Background: an optimization exercise with open tools, aiming at small area. Do not read the settings as production practice. Function was checked by simulation only, so behaviour that the tests miss may differ from the original. In this run the design's own scripts or RTL, not TritonCTS, make the clock network. No driver is modelled on the clock port, so clock power and skew are understated where the tree is cut down; a real chip needs a root buffer or a tree. Power and IR drop assume default switching activity.

[design/flow/design.v]
`timescale 1ns / 1ps
module i2c_sniffer (
    input  wire       clk,
    input  wire       rst,
    input  wire       i2c_sda,
    input  wire       i2c_scl,
    output reg        debug_led,
    output wire       byte_valid,    
    output wire [7:0] byte_data
);
    reg [1:0] scl_sync, sda_sync;
    reg scl_clean, sda_clean, scl_prev_clean, sda_prev_clean;
    always @(posedge clk) begin
        scl_sync <= {scl_sync[0], i2c_scl};
        sda_sync <= {sda_sync[0], i2c_sda};
        scl_clean <= scl_sync[1];
        sda_clean <= sda_sync[1];
        scl_prev_clean <= scl_clean;
        sda_prev_clean <= sda_clean;
    end
    wire start_cond  = scl_clean & scl_prev_clean & sda_prev_clean & ~sda_clean;
    wire stop_cond   = scl_clean & scl_prev_clean & ~sda_prev_clean & sda_clean;
    wire scl_posedge = scl_clean & ~scl_prev_clean;
    localparam [2:0] IDLE_STOP = 3'b000,   
                     IDLE_DATA = 3'b010,   
                     ADDR      = 3'b100,
                     REG       = 3'b111,
                     WRITE     = 3'b110,
                     READ      = 3'b101;
    reg [2:0] phase;
    reg [8:0] cap_n;           
    wire [8:0] cap = ~cap_n;
    reg       sniff_success;
    wire active = phase[2];
    wire ack    = cap[8];
    assign byte_valid = active & scl_posedge & ~ack & cap[7];
    assign byte_data  = {cap[6:0], sda_clean};
    always @(posedge clk) begin
        if (start_cond | (scl_posedge & ack & ~(phase == REG & sda_clean)))
            cap_n <= ~9'd1;
        else if (scl_posedge & ~ack)
            cap_n <= ~{cap[7:0], sda_clean};
    end
    always @(posedge clk) begin
        if (rst) begin
            phase <= IDLE_STOP;
        end else if (stop_cond) begin
            phase <= IDLE_STOP;
        end else if (start_cond) begin
            if (phase != IDLE_DATA)
                phase <= ADDR;
        end else if (scl_posedge & ack & active) begin
            case (phase)
                ADDR:    phase <= cap[0] ? READ : REG;
                REG:     if (~sda_clean) phase <= WRITE;
                WRITE:   phase <= IDLE_DATA;
                default: phase <= READ;
            endcase
        end
    end
    always @(posedge clk) begin
        if (rst)
            sniff_success <= 1'b0;
        else if (phase == READ & ack)
            sniff_success <= 1'b1;
        debug_led <= sniff_success;
    end
endmodule
`timescale 1ns / 1ps
`timescale 1ns / 1ps
module uart_tx (
    input        clk,
    input        rst,
    input        tx_start,
    input  [7:0] tx_data,
    output       tx_serial
);
    reg [10:0] shreg;
    reg [1:0]  cj;
    reg [2:0]  ca;
    reg [4:0]  cb;
    wire tick = ~|{cj[0], ~cj[1], ca[0], ca[2], cb[0], cb[2], ~cb[3], cb[4]};
    wire idle = ~|shreg[10:1];
    wire load = tx_start & idle & (~shreg[0] | tick);
    assign tx_serial = shreg[0] | idle;
    always @(posedge clk) begin
        if (rst)
            shreg <= 11'd0;
        else
            shreg <= (tick ? {1'b0, shreg[10:1]} : shreg)
                   | ({11{load}} & {1'b1, tx_data, 1'b0, 1'b1});
    end
    always @(posedge clk) begin
        if (load) begin
            cj <= 2'b10;
            ca <= 3'b101;
            cb <= 5'b11110;
        end else begin
            cj <= {~cj[0], cj[1]};
            ca <= {~ca[1], ~ca[0], ~(ca[2] ^ ca[1])};
            cb <= {~cb[3], ~cb[2], ~cb[1], ~cb[0], cb[4] ^ cb[2]};
        end
    end
endmodule
`timescale 1ns / 1ps
module top (
    input  clk,         
    input  rst,         
    input  i2c_sda,     
    input  i2c_scl,     
    output debug_led,   
    output tx           
);
    wire       byte_valid;
    wire [7:0] byte_data;
    i2c_sniffer i2c_sniffer_inst (
        .clk(clk),
        .rst(rst),
        .i2c_sda(i2c_sda),
        .i2c_scl(i2c_scl),
        .debug_led(debug_led),
        .byte_valid(byte_valid),
        .byte_data(byte_data)
    );
    uart_tx uart_tx_inst (
        .clk(clk),
        .rst(rst),
        .tx_start(byte_valid),
        .tx_data(byte_data),
        .tx_serial(tx)
    );
endmodule
[design/flow/flow/run.sh]
#!/bin/bash
# Own flow: the standard layout (standard.sh) with three changes:
#  - synthesis maps the logic with an area-oriented ABC script
#    (flow/synth.tcl, flow/area.abc); registers are mapped as in the
#    standard synthesis;
#  - the clock is buffered by a few buffers placed at register clusters
#    (flow/pre_cts.tcl, flow/clock_buffers.tcl) instead of TritonCTS's
#    H-tree with dummy loads;
#  - port buffers use the smallest buffer cell.
# The full output of the ORFS make run is in standard_flow.log; each step's
# log is under orfs/logs/.
set -euo pipefail
export OWN_ABC_SCRIPT=$PWD/flow/area.abc
export FLOW_SYNTH_TCL=$PWD/synth_recipe.tcl
export CLOCK_BUFFER_CELL=sky130_fd_sc_hd__clkbuf_4
export CLOCK_BUFFER_COUNT=4
bash standard.sh \
  "SYNTH_SCRIPT=$PWD/flow/synth.tcl" \
  "BUFFER_PORTS_ARGS=-buffer_cell sky130_fd_sc_hd__buf_1" \
  "PRE_CTS_TCL=$PWD/flow/pre_cts.tcl" \
  finish > standard_flow.log 2>&1
[design/flow/flow/area.abc]
strash
&get -n
&st
&deepsyn -T 20
&nf -a -A 8 -R 1000 -C 32
&put
topo
[design/flow/flow/clock_buffers.tcl]
# Clock buffering without a tree: the clock port drives K buffers, each
# placed at the centre of a group of nearby registers and driving that
# group. Groups are found by k-means on the placed register locations,
# with each group holding at most ceil(N/K) registers.
proc insert_clock_buffers { cell k } {
  set block [ord::get_db_block]
  set master [[ord::get_db] findMaster $cell]
  set clknet [$block findNet clk]
  set pins {}
  foreach it [$clknet getITerms] {
    set loc [[$it getInst] getLocation]
    lappend pins [list $it [lindex $loc 0] [lindex $loc 1]]
  }
  set n [llength $pins]
  set cap [expr { ($n + $k - 1) / $k }]
  # seed the centres along x
  set sorted [lsort -real -index 1 $pins]
  set cents {}
  for { set g 0 } { $g < $k } { incr g } {
    set p [lindex $sorted [expr { int(($g + 0.5) * $n / $k) }]]
    lappend cents [list [lindex $p 1] [lindex $p 2]]
  }
  for { set iter 0 } { $iter < 30 } { incr iter } {
    # capacity-limited assignment: closest (pin, centre) pairs first
    set pairs {}
    for { set i 0 } { $i < $n } { incr i } {
      set p [lindex $pins $i]
      for { set g 0 } { $g < $k } { incr g } {
        set c [lindex $cents $g]
        set d [expr { abs([lindex $p 1] - [lindex $c 0]) + abs([lindex $p 2] - [lindex $c 1]) }]
        lappend pairs [list $d $i $g]
      }
    }
    set assign [lrepeat $n -1]
    set fill [lrepeat $k 0]
    foreach pr [lsort -real -index 0 $pairs] {
      lassign $pr d i g
      if { [lindex $assign $i] >= 0 || [lindex $fill $g] >= $cap } { continue }
      lset assign $i $g
      lset fill $g [expr { [lindex $fill $g] + 1 }]
    }
    set newc {}
    for { set g 0 } { $g < $k } { incr g } {
      set sx 0.0; set sy 0.0; set m 0
      foreach p $pins a $assign {
        if { $a == $g } {
          set sx [expr { $sx + [lindex $p 1] }]
          set sy [expr { $sy + [lindex $p 2] }]
          incr m
        }
      }
      if { $m > 0 } {
        lappend newc [list [expr { $sx / $m }] [expr { $sy / $m }]]
      } else {
        lappend newc [lindex $cents $g]
      }
    }
    set cents $newc
  }
  for { set g 0 } { $g < $k } { incr g } {
    set net [odb::dbNet_create $block "clk_g$g"]
    $net setSigType CLOCK
    set inst [odb::dbInst_create $block $master "clkbuf_g$g"]
    set m 0
    foreach p $pins a $assign {
      if { $a == $g } {
        set it [lindex $p 0]
        $it disconnect
        $it connect $net
        incr m
      }
    }
    [$inst findITerm A] connect $clknet
    [$inst findITerm X] connect $net
    set c [lindex $cents $g]
    $inst setLocation [expr { int([lindex $c 0]) }] [expr { int([lindex $c 1]) }]
    $inst setPlacementStatus PLACED
    puts "clock buffer clkbuf_g$g ($cell) drives $m register clock pins"
  }
}
[design/flow/flow/pre_cts.tcl]
# PRE_CTS hook: buffer the clock by hand (see clock_buffers.tcl) in place of
# TritonCTS's H-tree, then make the step's clock_tree_synthesis call only
# switch the clock to propagated mode. The rest of the CTS step
# (legalisation, hold repair) runs as usual.
source [file join [file dirname [info script]] clock_buffers.tcl]
insert_clock_buffers $::env(CLOCK_BUFFER_CELL) $::env(CLOCK_BUFFER_COUNT)
rename clock_tree_synthesis tritoncts_clock_tree_synthesis
proc clock_tree_synthesis { args } {
  puts "clock buffered by hand; TritonCTS not run"
  set_propagated_clock [all_clocks]
}
[design/flow/flow/synth.tcl]
# The standard synthesis (synth_recipe.tcl, which sources ORFS's
# synth.tcl) with one change: the combinational logic is mapped by ABC with
# an area-oriented script (flow/area.abc) instead of ORFS's speed script.
# Registers are mapped before ABC runs, so they are the same as in the
# standard synthesis.
proc abc { args } {
  set i [lsearch -exact $args -script]
  if { $i >= 0 } {
    lset args [expr { $i + 1 }] $::env(OWN_ABC_SCRIPT)
  }
  yosys abc {*}$args
}
source $::env(FLOW_SYNTH_TCL)
[design/flow/standard.sh]
#!/bin/bash
# synth_recipe.tcl (not shown) runs the flow's synth.tcl, then flattens the netlist and writes it again
# the make line also repeats each setting of config.mk as NAME=value (left out here)
make -C /OpenROAD-flow-scripts/flow DESIGN_CONFIG=/design/flow/config.mk WORK_HOME=/design/flow/orfs CLKGATE_MAP_FILE= SYNTH_SCRIPT=/design/flow/synth_recipe.tcl "${@:-finish}"
[design/flow/config.mk]
export PLATFORM = sky130hd
export DESIGN_NAME = top
export DESIGN_NICKNAME = top
export VERILOG_FILES = /design/flow/design.v
export SDC_FILE = /design/flow/constraint.sdc
export NUM_CORES = 4
export LEC_CHECK = 0
export CAP_MARGIN = 20
export CORE_AREA = 2 2 60 60
export DIE_AREA = 0 0 62 62
export SLEW_MARGIN = 20
[design/flow/constraint.sdc]
create_clock -name core_clock -period 10.0 [get_ports {clk}]
set_input_delay 2.0000 -clock core_clock [delete_from_list [all_inputs] [get_ports {clk}]]
set_output_delay 2.0000 -clock core_clock [all_outputs]
set_load 0.01 [all_outputs]
==> notes.md <==
worst max path at each step:
stage                                from               endpoint  slack (ps)  depth (start not counted)
global route        uart_tx_inst.shreg[8]                     tx        6620                          4
detailed placement                    rst  uart_tx_inst.shreg[4]        6920                          4
CTS                 uart_tx_inst.shreg[8]                     tx        6720                          4
finish              uart_tx_inst.shreg[8]                     tx        6740                          4
global placement    uart_tx_inst.shreg[8]                     tx        6950                          4
floorplan           uart_tx_inst.shreg[4]                     tx        7210                          3
worst max-delay path: stages (launching register included):
cell and delay [ps]:
dfxtp_1 340, nor4_1 310, nand3_1 180, nand2b_1 110, buf_1 150
cell usage after synthesis (2+ instances only):
cell type  number
nand2_1        17
nor2_1          9
dfxtp_1        43
a31oi_1         3
nand3_1         2
a21oi_1         4
nor4_1          4
nand2b_1        2
clkinv_1        4
o21ai_0        12
o22a_1          7
a22oi_1         8
flip-flops by register name (all words and copies together) (netlist names):
signal / cells
i2c_sniffer_inst.cap_n: 9
i2c_sniffer_inst.debug_led: 1
i2c_sniffer_inst.phase: 3
i2c_sniffer_inst.scl_clean: 1
i2c_sniffer_inst.scl_prev_clean: 1
i2c_sniffer_inst.scl_sync: 2
i2c_sniffer_inst.sda_clean: 1
i2c_sniffer_inst.sda_prev_clean: 1
i2c_sniffer_inst.sda_sync: 2
i2c_sniffer_inst.sniff_success: 1
uart_tx_inst.ca: 3
uart_tx_inst.cb: 5
uart_tx_inst.cj: 2
uart_tx_inst.shreg: 11
stage by stage:
stage | cells | util [%] | cell area (µm²)
after floorplan | 128 | - | 1340
after CTS | 183 | 44.0 | 1440
final | 183 | 44.0 | 1440
after global placement | 179 | 43.0 | 1410
after global routing | 183 | 44.0 | 1440
after detailed placement | 179 | 43.0 | 1410
cell type report:
type / count / area, µm²
multi-input combinational: 81 / 462
buffer: 4 / 30.0
timing repair buffer: 5 / 18.8
sequential: 43 / 861
inverter: 4 / 15.0
fill: 330 / 1840
tap: 46 / 57.6
cells by family (layout without fill, tap and decap cells):
logic type	Yosys count	after routing
xor gates and xnor gates	2	2
DFF	43	43
buffers and inverters	4	13
and+or+nand+nor	41	41
AOI/OAI and AO/OA	38	38
routing by layer:
| layer | track usage, % | up-vias | wire length, µm |
|---|---|---|---|
| met5 | 0 | - | 0 |
| met4 | 1.82 | 0 | 36 |
| met3 | 1.45 | 5 | 83 |
| met2 | 21.3 | 19 | 1010 |
| met1 | 14.8 | 423 | 994 |
| li1 | - | 485 | - |
where the power goes:
part           switching [µW]  internal, µW  total (µW)
clock                    41.7          19.2        60.9
sequential               23.7           206         230
combinational            19.0          20.9        39.9
total                    84.4           246         331
==> flow_metrics.env <==
export IMPL_min_to="i2c_sniffer_inst.sda_clean"
export IMPL_cp_end_kind="output pin"
export IMPL_dieHeight_um=62
export IMPL_synth_top_family_by_area="compound AO/OA/AOI/OAI gates"
export IMPL_cts_hold_buf=0
export IMPL_hold_viol=0
export IMPL_ir_drop_uv=91.8
export IMPL_synth_fa_ha_area_share_pct=0
export IMPL_routabilityCongestion=0.742
export IMPL_synth_warnings=2
export IMPL_grt_max_degree=12
export IMPL_core_mm2=0.00328
export IMPL_grt_pass1_wl_um=3570
export IMPL_rsz0062_at_grt="no"
export IMPL_r2r_end="uart_tx_inst.shreg[2]"
export IMPL_grt_use_total_pct=11.6
export IMPL_slew_violations=0
export IMPL_setup_viol=0
export IMPL_synth_avg_cell_area_um2=10.4
export IMPL_drtIter0Drc=44
export IMPL_start_util_pct=40.7
export IMPL_ys_ff_latch=43
export IMPL_dp_hpwl_um=1560
export IMPL_grt_overflow=0
export IMPL_whs_ps=339
export IMPL_via_count=932
export IMPL_yosysUniqueCellTypes=25
export IMPL_vias_per_cell=5.09
export IMPL_status="timing/DRC/antenna clean"
export IMPL_tns_ps=0
export IMPL_hold_path_class="reg -> reg"
export IMPL_wirelength_um=2130
export IMPL_r2r_start="uart_tx_inst.shreg[8]"
export IMPL_yosys_area_top_type_share_pct=64.4
export IMPL_area_delta_synth_final_pct=7.95
export IMPL_worst_pin_slew_ps=691
export IMPL_clk_pin_slew_ps=110
export IMPL_grt_pass1_vias=839
export IMPL_wire_per_inst_um=11.6
export IMPL_drive_gt1_share_pct=2.92
export IMPL_synth_seq_area_share_pct=64.4
export IMPL_yosys_mux_area_fraction_pct=0
export IMPL_fmax_ghz=0.307
export IMPL_arrival_ps=1260
export IMPL_start_kind="register"
export IMPL_antennaDiodeCount=0
export IMPL_synth_nets=132
export IMPL_dieWidth_um=62
export IMPL_synth_edff_count=0
export IMPL_cp_data_required_time_ps=8000
export IMPL_crit_type="reg -> out"
export IMPL_synth_area_mm2=0.00134
export IMPL_synthTopCellsByArea="dfxtp_1 64%, nand2_1 4.8%, o22a_1 4.6%, o21ai_0 4.5%, a22oi_1 4.5%"
export IMPL_hp_start="i2c_sniffer_inst.sda_sync[1]"
export IMPL_io_pins=6
export IMPL_r2r_cells=6
export IMPL_ys_flop_type="dfxtp_1"
export IMPL_power_uw=331
export IMPL_first_pass_iters=6
export IMPL_path_max_fanout=3
export IMPL_post_cts_resized=0
export IMPL_numPortBuffers=5
export IMPL_synthXorXnorAreaFrac_pct=1.31
export IMPL_finalWorstSetupSlack_ps=6740
export IMPL_rows=21
export IMPL_synth_simple_area_share_pct=14.4
export IMPL_post_route_min_period_ps=3260
export IMPL_skew_ps=8.04
export IMPL_ant_nets=0
export IMPL_slew_limit_headroom_pct=54.0
export IMPL_drv_cap=0
export IMPL_min_period_over_period_pct=32.6
export IMPL_drc=0
export IMPL_syn_inst=128
export IMPL_die_area_mm2=0.00384
export IMPL_hold_depth=0
export IMPL_powerDensity_mw_per_mm2=229
export IMPL_pre_cts_ws_ps=6920
export IMPL_p_leak_uw=0.000531
export IMPL_cts_setup_buffers=0
export IMPL_mostFrequentLayoutCell="dfxtp_1"
export IMPL_final_cell_mix="43 x dfxtp_1, 17 x nand2_1, 12 x o21ai_0"
export IMPL_synth_async_sr_flop_share_pct=0
export IMPL_rrSetupSlack_ps=7550
export IMPL_clk_latency_ps=170
export IMPL_synth_top_cell_by_area="dfxtp_1"
export IMPL_antenna_found_initial=0
export IMPL_synth_compound_area_share_pct=18.8
export IMPL_nNetsFinal=143

## what the ideal ports hide
No port has a modelled driver above. Below, the same layout with a new extraction and two added sets of constraints. Step 1: set_driving_cell puts a clkbuf_16 on clk and a buf_2 on each other input, an assumption about the parent block. Step 2 also shifts input and output timing later by t, the mid clock arrival at the registers, as if the neighbouring blocks saw the same clock. Three values: no drivers, after step 1, after step 2; two values: the first two.
t (ns): 0.208
setup WS [ns]: 6.742 / 6.700 / 6.908
worst slew at a driven data input, ns: 0.03
After both steps this run still meets setup and hold. The setup slack of this run moves by -0.042 ns with the drivers and by +0.166 ns with both steps.
